This design comes from an exercise in tuning for small area, a short achievable clock period and few clock cycles on the open sky130 flow, not from production work.
In this exercise RTL edits were held to simulation tests only and were not proved equivalent to the original.
Power is estimated from default activity; no workload was simulated.

$ cat flow/config.mk
export PLATFORM = sky130hd
export DESIGN_NAME = CPU
export DESIGN_NICKNAME = CPU
export VERILOG_FILES = /design/flow/design.v
export SDC_FILE = /design/flow/constraint.sdc
export NUM_CORES = 4
export LEC_CHECK = 0
export CAP_MARGIN = 20
export CORE_MARGIN = 2
export CORE_UTILIZATION = 40
export SLEW_MARGIN = 20
$ cat flow/constraint.sdc
create_clock -name core_clock -period 16.0 [get_ports {clk}]
set_input_delay 3.2000 -clock core_clock [delete_from_list [all_inputs] [get_ports {clk}]]
set_output_delay 3.2000 -clock core_clock [all_outputs]
set_load 0.01 [all_outputs]
$ cat flow/design.v
`timescale 1ns / 1ps
module half_adder(
    input A,
    input B,
    input Cin,
    output F,
    output Cout
    );
    assign {Cout, F} = A + B + Cin;
endmodule
`timescale 1ns / 1ps
module full_adder(
    input wire[31:0] A,
    input wire[31:0] B,
    input wire Cin,
    output wire[31:0] F,
    output wire Cout
    );
    wire Over [31:0];
    assign Cout = Over[31];
    half_adder ha(.A(A[0]), .B(B[0]), .Cin(Cin), .F(F[0]),.Cout(Over[0]));
    genvar i;
    generate for  (i = 1; i < 32; i = i + 1) begin
            half_adder ha(.A(A[i]), .B(B[i]), .Cin(Over[i-1]), .F(F[i]), .Cout(Over[i]));
        end
    endgenerate
endmodule
`timescale 1ns / 1ps
module ALU(
    input [31:0] A ,
    input [31:0] B ,
    input Cin ,
    input [4 :0] Card,
    output [31:0] F ,
    output Cout,
    output Zero
    );
        wire [31:0] result [15:0];
        wire Couts [15:0];
        wire Zeros [15:0];
        genvar j;
        generate    for (j = 0; j < 16; j = j+1) begin
                assign Zeros[j] = &(~(result[j]));
            end
        endgenerate
        wire grand;
        assign grand = 0;
        full_adder fa1(.A(A), .B(B), .Cin(grand), .F(result[0]), .Cout(Couts[0]));
        assign Couts[1] = 0;
        assign result[1] = A < B ? 1 : 0;
        wire [31:0] B_neg;
        assign B_neg = ~B + 1;
        full_adder fa3(.A(A), .B(B_neg), .Cin(grand), .F(result[2]), .Cout(Couts[2]));
        assign result[3] = 32'b0;
        assign result[4] = 32'b0;
        assign result[5] = 32'b0;
        assign Couts[3] = 0;
        assign Couts[4] = 0;
        assign Couts[5] = 0;
        assign result[6] = A;
        assign result[7] = B;
        assign result[8] = 32'b0;    
        assign result[9] = 32'b0;    
        assign result[10] = A | B;
        assign result[11] = A & B;
        assign result[12] = A ^ B;
        assign result[13] = 32'b0;   
        assign result[14] = 32'b0;   
        assign result[15] = A << B;
        genvar i;
        generate for (i = 6; i < 16; i = i+1) begin
            assign Couts[i] = 0;
        end
        endgenerate
        assign F = 
        ({32{Card == 5'b00001}}  & result[0]) |
        ({32{Card == 5'b00010}}  & result[1]) |
        ({32{Card == 5'b00011}}  & result[2]) |
        ({32{Card == 5'b00100}}  & result[3]) |
        ({32{Card == 5'b00101}}  & result[4]) |
        ({32{Card == 5'b00110}}  & result[5]) |
        ({32{Card == 5'b00111}}  & result[6]) |
        ({32{Card == 5'b01000}}  & result[7]) |
        ({32{Card == 5'b01001}}  & result[8]) |
        ({32{Card == 5'b01010}} & result[9]) |
        ({32{Card == 5'b01011}} & result[10]) |
        ({32{Card == 5'b01100}} & result[11]) |
        ({32{Card == 5'b01101}} & result[12]) |
        ({32{Card == 5'b01110}} & result[13]) |
        ({32{Card == 5'b01111}} & result[14]) |
        ({32{Card == 5'b10000}} & result[15]);
        assign Cout = 
        ({Card == 5'b00001}  & Couts[0]) |
        ({Card == 5'b00010}  & Couts[1]) |
        ({Card == 5'b00011}  & Couts[2]) |
        ({Card == 5'b00100}  & Couts[3]) |
        ({Card == 5'b00101}  & Couts[4]) |
        ({Card == 5'b00110}  & Couts[5]) |
        ({Card == 5'b00111}  & Couts[6]) |
        ({Card == 5'b01000}  & Couts[7]) |
        ({Card == 5'b01001}  & Couts[8]) |
        ({Card == 5'b01010} & Couts[9]) |
        ({Card == 5'b01011} & Couts[10]) |
        ({Card == 5'b01100} & Couts[11]) |
        ({Card == 5'b01101} & Couts[12]) |
        ({Card == 5'b01110} & Couts[13]) |
        ({Card == 5'b01111} & Couts[14]) |
        ({Card == 5'b10000} & Couts[15]);
        assign Zero = 
        ({Card == 5'b00001}  & Zeros[0]) |
        ({Card == 5'b00010}  & Zeros[1]) |
        ({Card == 5'b00011}  & Zeros[2]) |
        ({Card == 5'b00100}  & Zeros[3]) |
        ({Card == 5'b00101}  & Zeros[4]) |
        ({Card == 5'b00110}  & Zeros[5]) |
        ({Card == 5'b00111}  & Zeros[6]) |
        ({Card == 5'b01000}  & Zeros[7]) |
        ({Card == 5'b01001}  & Zeros[8]) |
        ({Card == 5'b01010} & Zeros[9]) |
        ({Card == 5'b01011} & Zeros[10]) |
        ({Card == 5'b01100} & Zeros[11]) |
        ({Card == 5'b01101} & Zeros[12]) |
        ({Card == 5'b01110} & Zeros[13]) |
        ({Card == 5'b01111} & Zeros[14]) |
        ({Card == 5'b10000} & Zeros[15]);
endmodule
`timescale 1ns / 1ps
module branch_comparator(
    input [31:0] A,
    input [31:0] B,
    output neq,
    output B_is_zero,
    output lt
    );
    assign lt = (A < B)? 1 : 0;
    assign neq = (A != B)? 1 : 0;
    assign B_is_zero = (B == 0)? 1 : 0;
endmodule
`timescale 1ns / 1ps
module imm(
    input wire [31:0] inst,
    input wire [2:0]  imm_sel,
    output wire [31:0] gene_imm
    );
    wire [31:0] imm5 [4:0];
    assign imm5[0] = {{27{1'b0}}, inst[10:6]};
    assign imm5[1] = inst[15]? {{16{1'b1}}, inst[15:0]} : {{16{1'b0}}, inst[15:0]};
    assign imm5[2] = inst[20]? {{16{1'b1}}, inst[20:16], inst[10:0]} : {{16{1'b0}}, inst[20:16], inst[10:0]};
    assign imm5[3] = inst[15]? {{14{1'b1}}, inst[15:0], {2{1'b0}}} : {{14{1'b0}}, inst[15:0], {2{1'b0}}};
    assign imm5[4] = inst[25]? {{4{1'b1}},  inst[25:0], {2{1'b0}}} : {{4{1'b0}},  inst[25:0], {2{1'b0}}};
    assign gene_imm = imm5[imm_sel % 3'b101];
endmodule
`timescale 1ns / 1ps
module Control(
      input [31:0] inst_ex,
      output [2:0] Immsel,
      output Asel,
      output is_Asel_change,
      output Asel_changeto,
      output Bsel,
      output is_Bsel_change,
      output Bsel_changeto,
      output [4:0] ALUsel,
      input [31:0] inst_ma,
      input branch_lt_ma,
      input branch_rs2_eq_0_ma,
      output MemWe,
      output [1:0] WBsel,
      input [31:0] inst_wb,
      input branch_neq_wb,
      input branch_lt_wb,  
      input branch_rs2_eq_0_wb,
      output PCsel,
      output RegWe,
      output is_lw
    );
      assign Immsel = ((inst_ex[31:26] == 6'b000000) && (inst_ex[5:0] == 6'b000000))?  3'b000 : 
                      (inst_ex[31:26] == 6'b101011) ?                                 3'b001 : 
                      (inst_ex[31:26] == 6'b100011) ?                                 3'b010 : 
                      (inst_ex[31:26] == 6'b000101) ?                                 3'b011 : 3'b100;
      assign Asel = ((inst_ex[31:26] == 6'b000101)||(inst_ex[31:26] == 6'b000010)) ? 1 : 0;
      assign Bsel = ( 
                      ((inst_ex[31:26] == 6'b000000) && (inst_ex[5:0] == 6'b000000)) ||
                      (inst_ex[31:26] == 6'b101011) ||
                      (inst_ex[31:26] == 6'b100011) ||
                      (inst_ex[31:26] == 6'b000101) ||
                      (inst_ex[31:26] == 6'b000010)
                    ) ? 1 : 0;
      wire [4:0] rs1_ex = inst_ex[25:21];
      wire [4:0] rs2_ex = inst_ex[20:16];
      wire [4:0] rd_ma = inst_ma[15:11];
      wire [4:0] rd_wb = inst_wb[15:11];
      wire RegWe_ma;
      assign RegWe_ma = (inst_ma[31:26] == 6'b000000 && !(inst_ma[10:0] == 11'b00000001010 && !branch_rs2_eq_0_ma) && !(inst_ma == 32'b0) && (rd_ma != 5'b0)) ? 1 : 0;
      wire RegWe_wb;
      assign RegWe_wb = RegWe && (rd_wb != 5'b0);
      assign is_Asel_change = ((rs1_ex == rd_ma && RegWe_ma) || (rs1_ex == rd_wb && RegWe_wb));
      assign Asel_changeto = (rs1_ex == rd_ma && RegWe_ma) ? 0 : 1;
      assign is_Bsel_change = ((rs2_ex == rd_ma && RegWe_ma) || (rs2_ex == rd_wb && RegWe_wb));
      assign Bsel_changeto = (rs2_ex == rd_ma && RegWe_ma) ? 0 : 1;
      assign ALUsel = (inst_ex[31:26] == 6'b000000) && inst_ex[10:0] == 11'b00000100010 ? 5'b00011  :  
                      (inst_ex[31:26] == 6'b000000) && inst_ex[10:0] == 11'b00000100100 ? 5'b01100 :  
                      (inst_ex[31:26] == 6'b000000) && inst_ex[10:0] == 11'b00000100101 ? 5'b01011 :  
                      (inst_ex[31:26] == 6'b000000) && inst_ex[10:0] == 11'b00000100110 ? 5'b01101 :  
                      (inst_ex[31:26] == 6'b000000) && inst_ex[10:0] == 11'b00000001010 ? 5'b00111  :  
                      (inst_ex[31:26] == 6'b000000) && inst_ex[10:0] == 11'b00000101010 ? 5'b00010  :  
                      ((inst_ex[31:26] == 6'b000000)&& (inst_ex[5:0] == 6'b000000))     ? 5'b10000 :  
                      (inst_ex[31:26] == 6'b000010)                                     ? 5'b01000  :  
                      5'b00001;                                                                  
      assign MemWe = inst_ma[31:26] == 6'b101011;
      assign WBsel = inst_ma[31:26] == 6'b100011 ? 2'b01 :
                    (inst_ma[31:26] == 6'b000000) && inst_ma[10:0] == 11'b00000101010 && branch_lt_ma  ? 2'b10 :
                    (inst_ma[31:26] == 6'b000000) && inst_ma[10:0] == 11'b00000101010 && !branch_lt_ma ? 2'b11 :
                    2'b00;
      assign PCsel = ((inst_wb[31:26] == 6'b000101 && branch_neq_wb) || (inst_wb[31:26] == 6'b000010)) ? 1 : 0;
      assign RegWe = ((inst_wb[31:26] == 6'b000000 && !(inst_wb[10:0] == 11'b00000001010 && !branch_rs2_eq_0_wb) && !(inst_wb == 32'b0)) || (inst_wb[31:26] == 6'b100011)) ? 1 : 0;
      assign is_lw = (inst_ma[31:26] == 6'b100011) && (rd_ma == rs1_ex || rd_ma == rs2_ex);
endmodule
`timescale 1ns / 1ps
module PC(
        input clk, 
        input resetn,
        input is_stay,
        input [31:0] wdata, 
        output reg [31:0] pc
        );
    always @(posedge clk or negedge resetn) begin
        if (!resetn) begin
            pc <= 32'b0;
        end else if (!is_stay) begin
            pc <= wdata;
        end
    end
endmodule
`timescale 1ns / 1ps
module IF_DC(
    input clk,
    input resetn,
    input is_stay,
    input [31:0] new_inst,
    input [31:0] new_pc,
    output [31:0] cur_inst,
    output [31:0] cur_pc
    );
    reg [31:0] inst;
    reg [31:0] pc;
    always @(negedge clk or negedge resetn) begin
        if (!resetn) begin
            inst <= 32'b0;
            pc <= 32'b0;
        end
        else if (!is_stay) begin
            inst <= new_inst;
            pc   <= new_pc;
        end
    end
    assign cur_inst = inst;
    assign cur_pc = pc;
endmodule
`timescale 1ns / 1ps
module DC_EX(
    input clk,
    input resetn,
    input is_stay,
    input is_rs1_change,
    input [31:0] new_rs1_value,
    input is_rs2_change,
    input [31:0] new_rs2_value,
    input [31:0] new_inst,
    input [31:0] new_pc,
    input [31:0] new_rs1_data,
    input [31:0] new_rs2_data,
    output [31:0] cur_inst,
    output [31:0] cur_pc,
    output [31:0] cur_rs1_data,
    output [31:0] cur_rs2_data
    );
    reg [31:0] inst;
    reg [31:0] pc;
    reg [31:0] rs1_data;
    reg [31:0] rs2_data;
    always @(negedge clk or negedge resetn) begin
        if (!resetn) begin
            inst <= 32'b0;
            pc <= 32'b0;
            rs1_data <= 32'b0;
            rs2_data <= 32'b0;
        end
        else begin
        if (!is_stay) begin  
            inst <= new_inst;
            pc   <= new_pc;
            rs1_data <= new_rs1_data;
            rs2_data <= new_rs2_data;
        end
        if (is_stay) begin
            if (is_rs1_change) begin
                rs1_data <= new_rs1_value;
            end
            if (is_rs2_change) begin
                rs2_data <= new_rs2_value;
            end
        end
        end
    end
    assign cur_inst = inst;
    assign cur_pc   = pc;
    assign cur_rs1_data = rs1_data;
    assign cur_rs2_data = rs2_data;
endmodule
`timescale 1ns / 1ps
module EX_MA(
    input clk,
    input resetn,
    input is_insert_nop,
    input [31:0] new_inst,
    input [31:0] new_pc,
    input [31:0] new_rs2_data,
    input [31:0] new_alu_out,
    input new_branch_neq_ex,
    input new_branch_lt_ex,
    input new_branch_rs2_eq_0_ex,
    output [31:0] cur_inst,
    output [31:0] cur_pc,
    output [31:0] cur_alu_out,
    output [31:0] cur_rs2_data,
    output cur_branch_neq_ma,
    output cur_branch_lt_ma,
    output cur_branch_rs2_eq_0_ma
    );
    reg [31:0] inst;
    reg [31:0] pc;
    reg [31:0] rs2_data;  
    reg [31:0] alu_out;
    reg branch_neq;
    reg branch_lt;
    reg branch_rs2_eq_0;
    always @(negedge clk or negedge resetn) begin
        if (!resetn) begin
            inst <= 32'b0;
            pc <= 32'b0;
            alu_out <= 32'b0;
            rs2_data <= 32'b0;
            branch_neq <= 0;
            branch_lt <= 0;
            branch_rs2_eq_0 <= 0;
        end
        else if (is_insert_nop) begin
            inst <= 32'b0;
            pc <= 32'b0;
            alu_out <= 32'b0;
            rs2_data <= 32'b0;
            branch_neq <= 0;
            branch_lt <= 0;
            branch_rs2_eq_0 <= 0;
        end
        else begin
            inst <= new_inst;
            pc   <= new_pc;
            rs2_data <= new_rs2_data;
            alu_out  <= new_alu_out;
            branch_neq <= new_branch_neq_ex;
            branch_lt <= new_branch_lt_ex;
            branch_rs2_eq_0 <= new_branch_rs2_eq_0_ex;
        end
    end
    assign cur_inst = inst;
    assign cur_pc   = pc;
    assign cur_alu_out = alu_out;
    assign cur_rs2_data = rs2_data;
    assign cur_branch_neq_ma = branch_neq;
    assign cur_branch_lt_ma = branch_lt;
    assign cur_branch_rs2_eq_0_ma = branch_rs2_eq_0;
endmodule
`timescale 1ns / 1ps
module MA_WB(
    input clk,
    input resetn,
    input [31:0] new_inst,
    input [31:0] new_wbdata,
    input [31:0] new_pc,
    input new_branch_neq_ma,
    input new_branch_lt_ma,
    input new_branch_rs2_eq_0_ma,
    output [31:0] cur_inst,
    output [31:0] cur_pc,
    output [31:0] cur_wbdata,
    output cur_branch_neq_wb,
    output cur_branch_lt_wb,
    output cur_branch_rs2_eq_0_wb
    );
    reg [31:0] inst;
    reg [31:0] wbdata;
    reg [31:0] pc;
    reg branch_neq;
    reg branch_lt;
    reg branch_rs2_eq_0;
    always @(negedge clk or negedge resetn) begin
        if (!resetn) begin
            inst   <= 32'b0;
            wbdata <= 32'b0;
            pc <= 32'b0;
            branch_neq <= 0;
            branch_lt <= 0;
            branch_rs2_eq_0 <= 0;
        end
        else begin
            inst   <= new_inst;
            wbdata <= new_wbdata;
            pc <= new_pc;
            branch_neq <= new_branch_neq_ma;
            branch_lt <= new_branch_lt_ma;
            branch_rs2_eq_0 <= new_branch_rs2_eq_0_ma;
        end
    end
    assign cur_inst = inst;
    assign cur_pc =  pc;
    assign cur_wbdata = wbdata;
    assign cur_branch_neq_wb = branch_neq;
    assign cur_branch_lt_wb = branch_lt;
    assign cur_branch_rs2_eq_0_wb = branch_rs2_eq_0;
endmodule
`timescale 1ns / 1ps
module RegFile(
    input clk,
    input resetn,
    input is_stay,
    input [4:0] raddr1,
    input [4:0] raddr2,
    output reg [31:0] rdata1,
    output reg [31:0] rdata2,
    input WE,
    input [4:0] waddr,
    input [31:0] wdata
    );
    reg [31:0] regs [31:0];
    integer  i;
    always @(posedge clk or negedge resetn) begin
        if (!resetn) begin
            rdata1 <= 32'b0;
            rdata2 <= 32'b0;
            for (i = 0; i < 32; i = i + 1) begin
                    regs[i] <= 32'b0;
            end
        end
        else begin   
            if (WE && waddr != 5'b0 && waddr == raddr1 && raddr1 == raddr2) begin
                rdata1 <= wdata;
                rdata2 <= wdata;
            end
            else if (WE && waddr != 5'b0 && waddr == raddr1) begin
                rdata1 <= wdata;
                rdata2 <= regs[raddr2];
            end else if (WE && waddr != 5'b0 && waddr == raddr2) begin
                rdata1 <= regs[raddr1];
                rdata2 <= wdata;
            end else begin
                rdata1 <= regs[raddr1];
                rdata2 <= regs[raddr2];
            end
            if (WE && waddr != 5'b0) begin
                regs[waddr] <= wdata; 
            end 
        end
    end
endmodule
`timescale 1ns / 1ps
module CPU(
        input clk,
        input resetn,
        output [13:0] imem_addr,
        input  [31:0] imem_rdata,
        output [13:0] dmem_addr,
        output [31:0] dmem_wdata,
        output        dmem_wen,
        input  [31:0] dmem_rdata,
        output [31:0] debug_wb_pc ,
        output        debug_wb_rf_wen ,
        output [4 :0] debug_wb_rf_addr,
        output [31:0] debug_wb_rf_wdata
        );
        wire clk_pc   = clk;   
        wire clk_imem = clk;   
        wire clk_reg  = clk;   
        wire clk_dmem = clk;   
        wire [31:0] inst_if;
        wire [31:0] inst_ex;
        wire [2:0] Immsel;
        wire Asel;
        wire Bsel;
        wire [4:0] ALUsel;
        wire is_Asel_change;
        wire Asel_changeto;
        wire is_Bsel_change;
        wire Bsel_changeto;
        wire [31:0] inst_ma;
        wire branch_lt_ma;
        wire branch_rs2_eq_0_ma;
        wire MemWe;
        wire [1:0] WBsel;
        wire [31:0] inst_wb;
        wire branch_neq_wb;
        wire branch_lt_wb;
        wire branch_rs2_eq_0_wb;
        wire PCsel;
        wire RegWe;
        wire is_lw;
        Control CU(
            .inst_ex(inst_ex),
            .Immsel(Immsel),
            .Asel(Asel),
            .Bsel(Bsel),
            .ALUsel(ALUsel),
            .is_Asel_change(is_Asel_change),
            .Asel_changeto(Asel_changeto),
            .is_Bsel_change(is_Bsel_change),
            .Bsel_changeto(Bsel_changeto),
            .inst_ma(inst_ma),
            .branch_lt_ma(branch_lt_ma),
            .branch_rs2_eq_0_ma(branch_rs2_eq_0_ma),
            .MemWe(MemWe),
            .WBsel(WBsel),
            .inst_wb(inst_wb),
            .branch_neq_wb(branch_neq_wb),
            .branch_lt_wb(branch_lt_wb),
            .branch_rs2_eq_0_wb(branch_rs2_eq_0_wb),
            .PCsel(PCsel),
            .RegWe(RegWe),
            .is_lw(is_lw)
        );
        wire [31:0] pc_before;
        wire [31:0] pc_if; 
        wire [31:0] pc_plus_4;
        wire [31:0] pc_sub_4;
        assign pc_plus_4 = pc_if + 4;
        assign pc_sub_4  = pc_if - 4;
        PC pc(.clk(clk_pc), .resetn(resetn), .is_stay(is_lw), .wdata(pc_before), .pc(pc_if));
    wire [31:0] inst_reg;
    wire [31:0] pc_reg;
        IF_DC if_dc(
            .clk(clk),
            .resetn(resetn),
            .is_stay(is_lw),
            .new_inst(inst_if),
            .new_pc(pc_sub_4),   
            .cur_inst(inst_reg),
            .cur_pc(pc_reg)
        );
        assign imem_addr = pc_if[15:2];
        assign inst_if = imem_rdata;
        wire [4:0] rs1 = inst_reg[25:21];
        wire [4:0] rs2 = inst_reg[20:16];
        wire [4:0] rd  = inst_wb[15:11];  
        wire [31:0] rs1_data;
        wire [31:0] rs2_data;
        wire [31:0] wdata;       
        RegFile regfile(.clk(clk_reg)  , .resetn(resetn)  , .raddr1(rs1), .raddr2(rs2),
                        .is_stay(is_lw),
                        .WE(RegWe), .rdata1(rs1_data), .rdata2(rs2_data), .waddr(rd), .wdata(wdata));  
    wire [31:0] pc_ex;
    wire [31:0] rs1_data_ex;
    wire [31:0] rs2_data_ex;
    wire is_rs1_change = is_Asel_change && Asel_changeto;
    wire [31:0] new_rs1_value = wdata;
    wire is_rs2_change = is_Bsel_change && Bsel_changeto;
    wire [31:0] new_rs2_value = wdata;
    wire [31:0] alu_out_ma;  
        DC_EX dc_ex(
            .clk(clk),
            .resetn(resetn),
            .is_rs1_change(is_rs1_change),
            .new_rs1_value(new_rs1_value),
            .is_rs2_change(is_rs2_change),
            .new_rs2_value(new_rs2_value),
            .is_stay(is_lw),
            .new_inst(inst_reg),
            .new_pc(pc_reg),
            .new_rs1_data(rs1_data),
            .new_rs2_data(rs2_data),
            .cur_inst(inst_ex),
            .cur_pc(pc_ex),
            .cur_rs1_data(rs1_data_ex),
            .cur_rs2_data(rs2_data_ex)  
        );
    wire branch_neq_gene;
    wire branch_rs2_eq_0_gene;
    wire branch_lt_gene;
    wire [31:0] rs1_data_ex_real;
    wire [31:0] rs2_data_ex_real;
    branch_comparator comparator(.A(rs1_data_ex_real), .B(rs2_data_ex_real), .neq(branch_neq_gene), .B_is_zero(branch_rs2_eq_0_gene) ,.lt(branch_lt_gene));
    wire [31:0] gene_imm;
    imm imm_generator(.inst(inst_ex), .imm_sel(Immsel), .gene_imm(gene_imm));
    wire [31:0] A_in;
    wire [31:0] B_in;
    wire [31:0] alu_out;
    assign rs1_data_ex_real = is_Asel_change ? (Asel_changeto == 0? alu_out_ma : wdata) : rs1_data_ex; 
    assign rs2_data_ex_real = is_Bsel_change ? (Bsel_changeto == 0? alu_out_ma : wdata) : rs2_data_ex; 
    assign A_in = Asel ? pc_ex : rs1_data_ex_real;
    assign B_in = Bsel ? gene_imm : rs2_data_ex_real;
    ALU alu(
        .A(A_in) ,
        .B(B_in) ,
        .Cin(0) ,
        .Card(ALUsel) ,
        .F(alu_out)
    );
    wire [31:0] pc_ma;
    wire [31:0] rs2_data_ma;
    wire branch_neq_ma;
    EX_MA ex_ma(
        .clk(clk),
        .resetn(resetn),
        .is_insert_nop(is_lw),
        .new_inst(inst_ex),
        .new_pc(pc_ex),
        .new_rs2_data(rs2_data_ex_real),
        .new_alu_out(alu_out),
        .new_branch_neq_ex(branch_neq_gene),
        .new_branch_lt_ex(branch_lt_gene),
        .new_branch_rs2_eq_0_ex(branch_rs2_eq_0_gene),
        .cur_inst(inst_ma),
        .cur_pc(pc_ma),
        .cur_alu_out(alu_out_ma),
        .cur_rs2_data(rs2_data_ma),
        .cur_branch_neq_ma(branch_neq_ma),
        .cur_branch_lt_ma(branch_lt_ma),
        .cur_branch_rs2_eq_0_ma(branch_rs2_eq_0_ma)   
    );
    assign pc_before = pc_plus_4;
    assign dmem_addr  = alu_out_ma[15:2];
    assign dmem_wdata = rs2_data_ma;
    assign dmem_wen   = MemWe;
    wire [31:0] wb_data =  WBsel == 2'b01 ? dmem_rdata : alu_out_ma;
    wire [31:0] pc_wb;
    MA_WB ma_wb(
        .clk(clk),
        .resetn(resetn),
        .new_inst(inst_ma),
        .new_pc(pc_ma),
        .new_wbdata(wb_data),
        .new_branch_neq_ma(branch_neq_ma),
        .new_branch_lt_ma(branch_lt_ma),
        .new_branch_rs2_eq_0_ma(branch_rs2_eq_0_ma),
        .cur_inst(inst_wb),
        .cur_pc(pc_wb),
        .cur_wbdata(wdata),
        .cur_branch_neq_wb(branch_neq_wb),
        .cur_branch_lt_wb(branch_lt_wb),
        .cur_branch_rs2_eq_0_wb(branch_rs2_eq_0_wb)
    );
    assign debug_wb_pc = pc_wb + 32'b100;
    assign debug_wb_rf_wen = RegWe;
    assign debug_wb_rf_addr = rd;
    assign debug_wb_rf_wdata = wdata;
endmodule
$ cat flow/run.sh
#!/bin/bash
# synth_recipe.tcl (not shown) runs the flow's synth.tcl, then flattens the netlist and writes it again
# the make line also repeats each setting of config.mk as NAME=value (left out here)
make -C /OpenROAD-flow-scripts/flow DESIGN_CONFIG=/design/flow/config.mk WORK_HOME=/design/flow/orfs CLKGATE_MAP_FILE= SYNTH_SCRIPT=/design/flow/synth_recipe.tcl finish
==> results.txt <==
Outcome:
- The run finished with no timing, DRC or antenna violations.

Worst setup path:
- The arrival time reported for the critical path endpoint is 24.12 ns.
- For the worst setup path, the data required time is 24.53 ns.
- The worst reg-to-reg setup slack is 0.41 ns.
- The type of the worst setup path is reg2reg.
- In this design, the stage delay of the slowest critical-path cell is 0.45 ns.
- Counting stages on the worst path, the most repeated cell is sky130_fd_sc_hd__fa_1.
- Among all stages on the critical path, the largest delay is contributed by sky130_fd_sc_hd__fa_1.
- The highest fanout seen on the critical path is 3.
- STA classifies the critical path startpoint as a register.
- STA classifies the critical path endpoint as a register.

Routing:
- The routed length per instance is 39.3 µm.
- The total number of vias is 68,400.
- The total routed wirelength is 386,000 µm.
- The detailed-route vias per instance is 6.96.
- The first TritonRoute pass finished after 10 iterations.
- After the first detailed-routing iteration, the DRC count stood at 12,400.
- After detailed routing, the number of remaining DRC violations is 0.
- The post-detailed-route count of antenna-violating nets is 0.

Power:
- For this design the static power due to leakage is 40.6 nW.
- The maximum vdd ir drop is 113 µV.
- The power density normalized to cell area is 101 nW/µm².

Timing:
- The highest clock frequency the design can meet is 0.0641 GHz.
- Setup repair after global routing left no endpoint under its margin.
- The actual transition at the worst max-transition pin is 1.44 ns.
- The final setup slack of the worst path is 0.409 ns.
- The worst pin sits at a relative slew slack of 3.71%.
- The clock tree skew after final layout is 0.145 ns.
- The total negative slack is 0 ns.
- The clock period could shrink to 15.59 ns.
- The share of the clock period used by the worst path is 97.4%.
- The max-slew violation total from the final report was 0.
- The number of hold-slack violations in the final timing report is 0.
- The count of final setup violators is 0.

CTS:
- The number of clock buffers added by TritonCTS is 166.
- TritonCTS built the clock tree.
- The clock passes through at most 3 buffers.
- The H-tree level count is 4.
- The clock-pin slew on the worst setup and hold paths is 0.05 ns.
- The clock insertion delay at the later pin of the skew report is 0.86 ns.
- The CTS root buffer is sky130_fd_sc_hd__clkbuf_16.
- The clock drives 1,528 sinks.
- The number of hold-repair buffers added at the cts stage is 0.

Hold path:
- The path type of the worst min-delay path is reg2reg.

Die:
- The starting density of the core is 40.2%.
- The core area is 195,000 µm².
- The die covers 199,000 µm².
- The standard-cell row count is 162.
- The floorplan step set the die width to 447 µm.
- The number of primary I/O pins is 197.
- The die is 447 µm tall.

Synth:
- The netlist uses 105 different library cells.
- The count of mapped cells out of synthesis is 7,033.
- The Yosys step of the flow raised 11 warnings.
- After synthesis, the share of flip-flops with an asynchronous set or reset is 100%.
- The average cell area after synthesis is 11.1 µm².
- After synthesis, flip-flops and latches occupy 48.8% of the total area.
- The number of storage elements in the synthesis netlist is 1,528.
- The number of enable flip-flop cells after synthesis is 0.
- In this run the cell area of the synthesized design comes to 78,300 µm².
- The most frequently used flop master after synthesis is sky130_fd_sc_hd__dfrtp_1.

Global route:
- For this run, the total global-route usage over all layers was measured as 37.9%.
- Entering global routing, the biggest net connects 205 pins.
- Summed over all layers, the global routing overflow is 0.
- The first-pass GRT wire length is 530,000 µm.
- The via count of the first global-routing pass is 66,000.
- The number of antenna violations at the first check in global routing is 25.

Placed design:
- The wire-length estimate of the detail-placed layout is 234,000 µm.
- The post-detailed-placement cell area is 84,200 µm².
- Prior to clock tree synthesis, the placed netlist has a worst setup slack of -0.185 ns.
- The routability-driven placement congestion ratio is 1.03.
- In this run the tool buffered the top-level ports with 194 buffer cells.

Final layout:
- The fraction of final layout cells sized beyond drive strength 1 is 26.3%.
- The register with the most flip-flops in the layout has 1,024 of them.
- The commonest non-fill, non-tap cell in the layout is sky130_fd_sc_hd__dfrtp_1.
- Leaving out fill and tap cells, the most frequent cells in the layout are sky130_fd_sc_hd__dfrtp_1, sky130_fd_sc_hd__mux2_2, sky130_fd_sc_hd__nand2_1.
- The post-route cell area is 90,000 µm².
- At the end of the flow, the number of nets in the layout was 7,269.
- Compared with the post-synthesis result, the final layout area differs by 14.9%.
- More flip-flops sit in one register than any other, and that register is regfile.regs.

Job:
- The max-cap violation count is 0.
-- worst max-delay path: cells and delay by family (launching register included) --
| kind | cells | cell delay, ns |
|---|---|---|
| AOI/OAI and AO/OA | 6 | 1.07 |
| and+or+nand+nor | 3 | 0.69 |
| muxes | 1 | 0.15 |
| buffers and inverters | 5 | 0.59 |
| adders and majority gates | 31 | 12.51 |
| DFF | 1 | 0.36 |
-- logic make-up after synthesis --
kind of cell,Yosys count,share of synthesized area (%)
adder cells (fa/ha/maj),160,3.13
XOR/XNOR,143,1.60
other,1,0.00479
flip-flops,1528,48.8
AO/OA/AOI/OAI,1723,16.7
multiplexers,1154,16.4
buffers and inverters,788,4.07
AND/OR/NAND/NOR,1536,9.32
-- cell usage after synthesis, drive strengths merged (51+ instances only) --
cell type	count	area, µm²
ha	100	1250
xnor2	92	806
nor2	268	1040
xor2	51	447
nand2	668	2520
fa	60	1200
nand3	142	716
nand4	160	1030
mux2	1041	11700
dfrtn	410	10300
nor3	55	307
clkbuf	541	2030
a22o	325	2850
mux2i	113	1130
a21oi	176	885
inv	91	344
dfrtp	1118	28000
and2	75	469
a221oi	345	3060
buf	154	807
a22oi	327	2450
o32ai	66	578
o21ai	242	1210
-- power breakdown --
part	internal [mW]	switching (mW)	total (mW)
Combinational	0.289	0.611	0.899
Sequential	4.00	0.157	4.16
Clock	2.34	1.73	4.07
Total	6.63	2.50	9.13
-- worst paths after layout --
| path | start | to | cells after the start |
|---|---|---|---|
| worst max-delay path | ma_wb.inst[6] | ex_ma.alu_out[30] | 46 |
| worst min-delay path | ex_ma.pc[12] | ma_wb.pc[12] | 0 |
| worst max register to register | ma_wb.inst[6] | ex_ma.alu_out[30] | 46 |
| worst min register to register | ex_ma.pc[12] | ma_wb.pc[12] | 0 |
| max in group asynchronous | resetn | if_dc.inst[28] | 2 |
| min in group asynchronous | resetn | regfile.regs[20][4] | 1 |
-- layer usage --
metal | share of wire, % | global-route usage [%] | vias up
met2 | 41 | 54.0 | 6101
met1 | 35 | 46.2 | 34100
met3 | 14 | 15.4 | 1977
li1 | - | - | 26200
met4 | 9.3 | 27.3 | 34
met5 | 0.082 | 0.317 | -
-- area by class of cell --
cell class                 count  area (µm²)
fill                       17900      105000
sequential                  1528       38200
multi-input combinational   4718       37700
clock buffer                 240        4820
timing repair buffer         536        4670
tap                         2624        3280
clock inverter                62         890
inverter                      93         354
antenna                       15        37.5
-- repair_timing --
action / CTS / global route
gates cloned: 0 / 0
hold endpoints to repair: 0 / 0
resized for setup: 10 / 15
setup buffers: 1 / 2
pin swaps: 1 / 6
setup endpoints to repair: 1 / 3
-- per-stage QoR --
stage	utilization (%)	std cells	power, mW	hold WS, ns
2_1_floorplan	-	7034	4.58	0.292
3_3_place_gp	43.2	9492	5.08	0.292
3_5_place_dp	43.2	9496	5.09	0.295
4_1_cts	46.2	9799	9.11	0.295
5_1_grt	46.2	9802	9.37	0.299
6_report	46.2	9816	9.13	0.292
Testbench counts, summed over its fixed seeds: cycles 3,288.
